This is an optimization exercise on Yosys and OpenROAD, whose aim is small area, not a production implementation.
Only simulation tests tie the RTL to the original design; equivalence was not proved.
The flow treats the clock pin as an ideal source, which a real chip does not have.
No activity file was given, so power comes from the tool's default toggle rates.

build 6:
Design OFDM_Symbol_Sync, start of the top module:
module OFDM_Symbol_Sync #(
    THRESHOLD=100,
    OFDM_SYMBOL_LENGTH=64
) (
    output wire        sample_clock_reset,
    input  wire        clock_clk,
    input  wire        reset_reset,
    input  wire signed [31:0] asi_in0_data,
    input  wire        asi_in0_valid,
    output reg  [31:0] aso_out0_data,
    output reg         aso_out0_valid,
    output wire        aso_out0_endofpacket,
    output reg         aso_out0_startofpacket,
    output wire        pre_sampling
);
    wire [15:0] sI = asi_in0_data[15:0];
    wire [15:0] sR = asi_in0_data[31:16];
    wire v = asi_in0_valid;
    reg st_pkt, st_idle;
    wire st_srch = ~st_pkt & ~st_idle;
    reg [6:0] cnt;
    wire [4:0] idx = cnt[4:0];
    wire settd = cnt[5];
    wire bigR, bigI, c512;
    wire vs = v & st_srch;
    ofdm_ss_chan chR (.clk(clock_clk), .v(vs), .s(sR), .first(idx == 5'd0),
                      .last(idx == 5'd30), .odd(idx[0]), .count(st_idle), .c512(c512),
                      .big(bigR));
    ofdm_ss_chan chI (.clk(clock_clk), .v(vs), .s(sI), .first(idx == 5'd0),
                      .last(idx == 5'd30), .odd(idx[0]), .count(1'b0), .c512(),
                      .big(bigI));
    reg flag;
    always @(posedge clock_clk)
        if (v & idx[0])
            flag <= bigR | bigI;
  ...
clock: 5.5 ns
lec_check: 0
cap_margin: 20
core_margin: 2
core_utilization: 75
cts_buf_list: sky130_fd_sc_hd__clkbuf_8
place_density: 0.85
slew_margin: 20
standard.sh (not shown) runs the stock make flow with config.mk's settings and CLKGATE_MAP_FILE= SYNTH_SCRIPT=/design/flow/synth_recipe.tcl, a recipe that flattens the netlist after the stock synthesis.
==> flow/flow/run.sh <==
#!/bin/bash
set -euo pipefail
export SYNTH_ARGS="-noabc"
export BUFFER_PORTS_ARGS="-buffer_cell sky130_fd_sc_hd__buf_1"
export CTS_ARGS="-sink_clustering_enable -repair_clock_nets -dont_use_dummy_load -buf_list sky130_fd_sc_hd__clkbuf_4 -root_buf sky130_fd_sc_hd__clkbuf_8"
export POST_CTS_TCL="$(pwd)/flow/post_cts.tcl"
bash standard.sh > standard_flow.log 2>&1
==> flow/flow/post_cts.tcl <==
# After clock tree synthesis: a clkbuf_4 leaf buffer that drives many
# flip-flops gives them too slow a clock edge, so upsize those to clkbuf_8.
set upsized 0
foreach inst [get_cells -filter "ref_name == sky130_fd_sc_hd__clkbuf_4"] {
  set out [get_pins -of_objects $inst -filter "direction == output"]
  set net [get_nets -of_objects $out]
  set loads [llength [get_pins -of_objects $net -filter "direction == input"]]
  if { $loads >= 12 } {
    replace_cell $inst sky130_fd_sc_hd__clkbuf_8
    incr upsized
  }
}
puts "post_cts: upsized $upsized clock buffers"
if { $upsized > 0 } {
  detailed_placement
  estimate_parasitics -placement
}
Input-level comparison between trial 65 and build 6:
Settings: PLACE_DENSITY changed from 0.85 to 0.6; CORE_UTILIZATION changed from 75 to 40.
==> flow/flow/run.sh <==
#!/bin/bash
set -euo pipefail
export SYNTH_ARGS="-noabc"
export BUFFER_PORTS_ARGS="-buffer_cell sky130_fd_sc_hd__buf_1"
export CTS_ARGS="-sink_clustering_enable -repair_clock_nets -dont_use_dummy_load -buf_list sky130_fd_sc_hd__clkbuf_8"
bash standard.sh > standard_flow.log 2>&1
removed: flow/flow/post_cts.tcl
Results
- As far as data-path buffer share of cell area in the final layout is concerned, trial 65 and build 6 perform about the same.
- Of the two candidates, build 6 has the worse via count and trial 65 the better one.
- Starting utilization of the core area, build 6 and trial 65, lower one = trial 65.
- Diff build 6..trial 65 | fmax | negligible
- Compared to build 6, trial 65 has placed instance area 200 sq um higher.
- Lower critical-path maximum fanout goes to build 6 over trial 65.

========
## run 5
The RTL this note starts from:
==> flow/design.v <==
`timescale 1 ps / 1 ps
module ofdm_ss_rca #(parameter W = 8) (
    input  wire [W-1:0] a,
    input  wire [W-1:0] b,
    input  wire         ci,
    output wire [W-1:0] s,
    output wire         co
);
    wire [W:0] c;
    assign c[0] = ci;
    genvar k;
    generate for (k = 0; k < W; k = k + 1) begin : g
        assign s[k]   = a[k] ^ b[k] ^ c[k];
        assign c[k+1] = (a[k] & b[k]) | (c[k] & (a[k] ^ b[k]));
    end endgenerate
    assign co = c[W];
endmodule
module ofdm_ss_chan (
    input  wire        clk,
    input  wire        v,           
    input  wire [15:0] s,           
    input  wire        first,       
    input  wire        last,        
    input  wire        odd,         
    input  wire        count,       
    output wire        c512,        
    output wire        big          
);
    reg  [4:0] accL;
    reg  [7:0] accM, accH;
    reg        c5, c13;
    wire [4:0] nL;
    wire [7:0] nM, nH;
    wire       n5, n13, nc_unused;
    wire       keep = ~first | count;
    wire [15:0] sv = s & {16{v}};
    ofdm_ss_rca #(5) uL (.a(accL & {5{keep}}), .b(sv[4:0]),  .ci(count),     .s(nL), .co(n5));
    ofdm_ss_rca #(8) uM (.a(accM & {8{keep}}), .b(sv[12:5]), .ci(c5 & keep), .s(nM), .co(n13));
    ofdm_ss_rca #(8) uH (.a(accH & {8{keep}}), .b({{5{sv[15]}}, sv[15:13]}), .ci(c13 & keep),
                         .s(nH), .co(nc_unused));
    assign c512 = (&accM[3:0]) & c5;
    reg [15:0] m32;
    reg        cm0, cm8;
    reg  [16:0] p4;
    reg         pc;
    wire [16:0] pa = p4 & {17{~(odd & v)}};
    wire [16:0] pb = {sv[15], sv};
    wire [16:0] nP;
    wire        n9, np_unused;
    ofdm_ss_rca #(9) uP0 (.a(pa[8:0]),  .b(pb[8:0]),  .ci(1'b0), .s(nP[8:0]),  .co(n9));
    ofdm_ss_rca #(8) uP1 (.a(pa[16:9]), .b(pb[16:9]), .ci(pc & ~(odd & v)), .s(nP[16:9]),
                          .co(np_unused));
    always @(posedge clk) begin
        accL <= nL;
        accM <= nM;
        accH <= nH;
        c5   <= n5;
        c13  <= n13;
        p4   <= nP;
        pc   <= n9;
        if (v & last) begin
            m32 <= {nH, nM};
            cm0 <= n5;
            cm8 <= n13;
        end
    end
    wire [15:0] X = m32;
    wire [15:0] Y = p4[16:1];
    wire [7:0]  lo;
    wire        cl;
    ofdm_ss_rca #(8) uD0 (.a(X[7:0]), .b(~Y[7:0]), .ci(cm0), .s(lo), .co(cl));
    wire [8:0]  dh;
    ofdm_ss_rca #(9) uD1 (.a({X[15], X[15:8]}), .b(~{Y[15], Y[15:8]}), .ci(cm8), .s(dh), .co());
    wire a1 = &dh[8:1];
    wire z1 = ~|dh[8:1];
    wire dm2 = a1 & ~dh[0];
    wire dm1 = a1 &  dh[0];
    wire d0  = z1 & ~dh[0];
    wire dp1 = z1 &  dh[0];
    wire hz  = (pc == cl) ? d0  : (pc ? dp1 : dm1);
    wire hm1 = (pc == cl) ? dm1 : (pc ? d0  : dm2);
    wire le99  = ~lo[7] & ~(lo[6] & lo[5] & (lo[4] | lo[3] | lo[2]));
    wire ge155 = lo[7] & (lo[6] | lo[5] | (lo[4] & lo[3] & (lo[2] | (lo[1] & lo[0]))));
    assign big = ~((hz & le99) | (hm1 & ge155));
endmodule
module OFDM_Symbol_Sync #(
    THRESHOLD=100,
    OFDM_SYMBOL_LENGTH=64
) (
    output wire        sample_clock_reset,
    input  wire        clock_clk,
    input  wire        reset_reset,
    input  wire signed [31:0] asi_in0_data,
    input  wire        asi_in0_valid,
    output reg  [31:0] aso_out0_data,
    output reg         aso_out0_valid,
    output wire        aso_out0_endofpacket,
    output reg         aso_out0_startofpacket,
    output wire        pre_sampling
);
    wire [15:0] sI = asi_in0_data[15:0];
    wire [15:0] sR = asi_in0_data[31:16];
    wire v = asi_in0_valid;
    reg st_pkt, st_idle;
    wire st_srch = ~st_pkt & ~st_idle;
    reg [6:0] cnt;
    wire [4:0] idx = cnt[4:0];
    wire settd = cnt[5];
    wire bigR, bigI, c512;
    wire vs = v & st_srch;
    ofdm_ss_chan chR (.clk(clock_clk), .v(vs), .s(sR), .first(idx == 5'd0),
                      .last(idx == 5'd30), .odd(idx[0]), .count(st_idle), .c512(c512),
                      .big(bigR));
    ofdm_ss_chan chI (.clk(clock_clk), .v(vs), .s(sI), .first(idx == 5'd0),
                      .last(idx == 5'd30), .odd(idx[0]), .count(1'b0), .c512(),
                      .big(bigI));
    reg flag;
    always @(posedge clock_clk)
        if (v & idx[0])
            flag <= bigR | bigI;
    wire detect = st_srch & v & idx[0] & flag & settd;
    wire pkt_end  = st_pkt & v & cnt[6];
    wire idle_end = st_idle & c512;
    wire cnt_clr  = detect | pkt_end | idle_end;
    wire [7:0] cc;
    assign cc[0] = v;
    genvar k;
    generate for (k = 0; k < 7; k = k + 1) begin : g_cnt
        assign cc[k+1] = cc[k] & cnt[k];
    end endgenerate
    wire [6:0] cnt_up = cnt ^ cc[6:0];
    wire [15:0] orR, orI;
    assign orR[0] = 1'b0;
    assign orI[0] = 1'b0;
    assign orR[1] = sR[0];
    assign orI[1] = sI[0];
    generate for (k = 2; k < 16; k = k + 1) begin : g_neg
        assign orR[k] = orR[k-2] | sR[k-2] | sR[k-1];
        assign orI[k] = orI[k-2] | sI[k-2] | sI[k-1];
    end endgenerate
    always @(posedge clock_clk or posedge reset_reset) begin
        if (reset_reset) begin
            st_pkt <= 1'b0;
            st_idle <= 1'b0;
            cnt <= 7'd0;
            aso_out0_data <= 32'd0;
            aso_out0_valid <= 1'b0;
            aso_out0_startofpacket <= 1'b0;
        end else begin
            if (cnt_clr)
                cnt <= 7'd0;
            else if (st_srch) begin
                cnt[4:0] <= cnt_up[4:0];
                cnt[5] <= cnt[5] | cc[5];
            end else
                cnt <= cnt_up;
            if (detect) st_pkt <= 1'b1;
            else if (pkt_end) st_pkt <= 1'b0;
            if (pkt_end) st_idle <= 1'b1;
            else if (idle_end) st_idle <= 1'b0;
            if (st_pkt & v)
                aso_out0_data <= {sR ^ orR, sI ^ orI};
            aso_out0_valid <= detect | (st_pkt & ~aso_out0_valid & v & ~cnt[6]);
            aso_out0_startofpacket <= detect | (st_pkt & v & ~|cnt[6:0]);
        end
    end
    assign aso_out0_endofpacket = st_pkt & cnt[6];
    assign pre_sampling = ~st_pkt;
    assign sample_clock_reset = 1'b0;
endmodule
clock: 5.5 ns
lec_check: 0
cap_margin: 20
core_margin: 2
core_utilization: 80
cts_buf_list: sky130_fd_sc_hd__clkbuf_8
place_density: 0.9
slew_margin: 20
==> flow/flow/run.sh <==
#!/bin/bash
set -euo pipefail
export SYNTH_ARGS="-noabc"
export BUFFER_PORTS_ARGS="-buffer_cell sky130_fd_sc_hd__buf_1"
export CTS_ARGS="-sink_clustering_enable -repair_clock_nets -dont_use_dummy_load -buf_list sky130_fd_sc_hd__clkbuf_4 -root_buf sky130_fd_sc_hd__clkbuf_8"
export POST_CTS_TCL="$(pwd)/flow/post_cts.tcl"
bash standard.sh > standard_flow.log 2>&1
==> flow/flow/post_cts.tcl <==
# After clock tree synthesis: a clkbuf_4 leaf buffer that drives many
# flip-flops gives them too slow a clock edge, so upsize those to clkbuf_8.
set upsized 0
foreach inst [get_cells -filter "ref_name == sky130_fd_sc_hd__clkbuf_4"] {
  set out [get_pins -of_objects $inst -filter "direction == output"]
  set net [get_nets -of_objects $out]
  set loads [llength [get_pins -of_objects $net -filter "direction == input"]]
  if { $loads >= 11 } {
    replace_cell $inst sky130_fd_sc_hd__clkbuf_8
    incr upsized
  }
}
puts "post_cts: upsized $upsized clock buffers"
if { $upsized > 0 } {
  detailed_placement
  estimate_parasitics -placement
}
For run 1, these inputs were changed with respect to run 5:
# run 5
export LEC_CHECK = 0
export CAP_MARGIN = 20
export CORE_MARGIN = 2
export CORE_UTILIZATION = 80
export CTS_BUF_LIST = sky130_fd_sc_hd__clkbuf_8
export PLACE_DENSITY = 0.9
export SLEW_MARGIN = 20
create_clock -name core_clock -period 5.5 [get_ports {clock_clk}]
# run 1
export LEC_CHECK = 0
export CAP_MARGIN = 20
export CORE_MARGIN = 2
export CORE_UTILIZATION = 75
export CTS_BUF_LIST = sky130_fd_sc_hd__clkbuf_8
export GPL_ROUTABILITY_DRIVEN = 0
export GPL_TIMING_DRIVEN = 0
export PLACE_DENSITY = 0.85
export SLEW_MARGIN = 20
create_clock -name core_clock -period 5.5 [get_ports {clock_clk}]
Results
Run 1: full flow OK, the timing, DRC and antenna checks passed. Run 5 ended up with reg2reg as its critical path class; run 1 ended up with in2reg. Between run 1 and run 5, the area of the multi-input gates does not differ in any meaningful way. Compared to run 5, run 1 has clock input transition at the sequential cells of the worst setup and hold paths 0.02 ns lower. Of run 1 and run 5, the run reporting the lower count of placed standard cells including taps was run 5. Compared with run 5, in run 1 worst-case hold slack held steady, share of total power in the clock network held steady, first-iteration DRC count grew by about 15%, setup slack shrank by 0.055 ns, fmax shrank by about 1%.

==> afterwards: timing with drivers on the ports <==
In the flow no input, the clock included, has a driving cell. The finished layouts below were timed again as built, in two steps. Step 1: set_driving_cell puts a clkbuf_16 on clock_clk and a buf_2 on each other input, an assumption about the parent block. Step 2 also shifts input and output timing later by t, the mid clock arrival at the registers, as if the neighbouring blocks saw the same clock. Slacks: ideal ports / drivers / drivers and shift; pairs: ideal ports / drivers.
run | shift t [ns] | setup slack, ns | latest minus earliest clock arrival (ns)
build 6 | 0.473 | 0.216 / 0.216 / -0.214 | 0.039 / 0.040
trial 65 | 0.478 | 0.216 / 0.216 / -0.090 | 0.026 / 0.026
run 5 | 0.463 | 0.139 / 0.139 / -0.212 | 0.037 / 0.036
run 1 | 0.474 | 0.083 / 0.097 / -0.376 | 0.035 / 0.035
With both steps, setup timing fails in every run listed, where it was met with ideal ports. For run 1, which loses most, drivers alone change the setup slack by +0.014 ns; drivers and shift together by -0.459 ns.
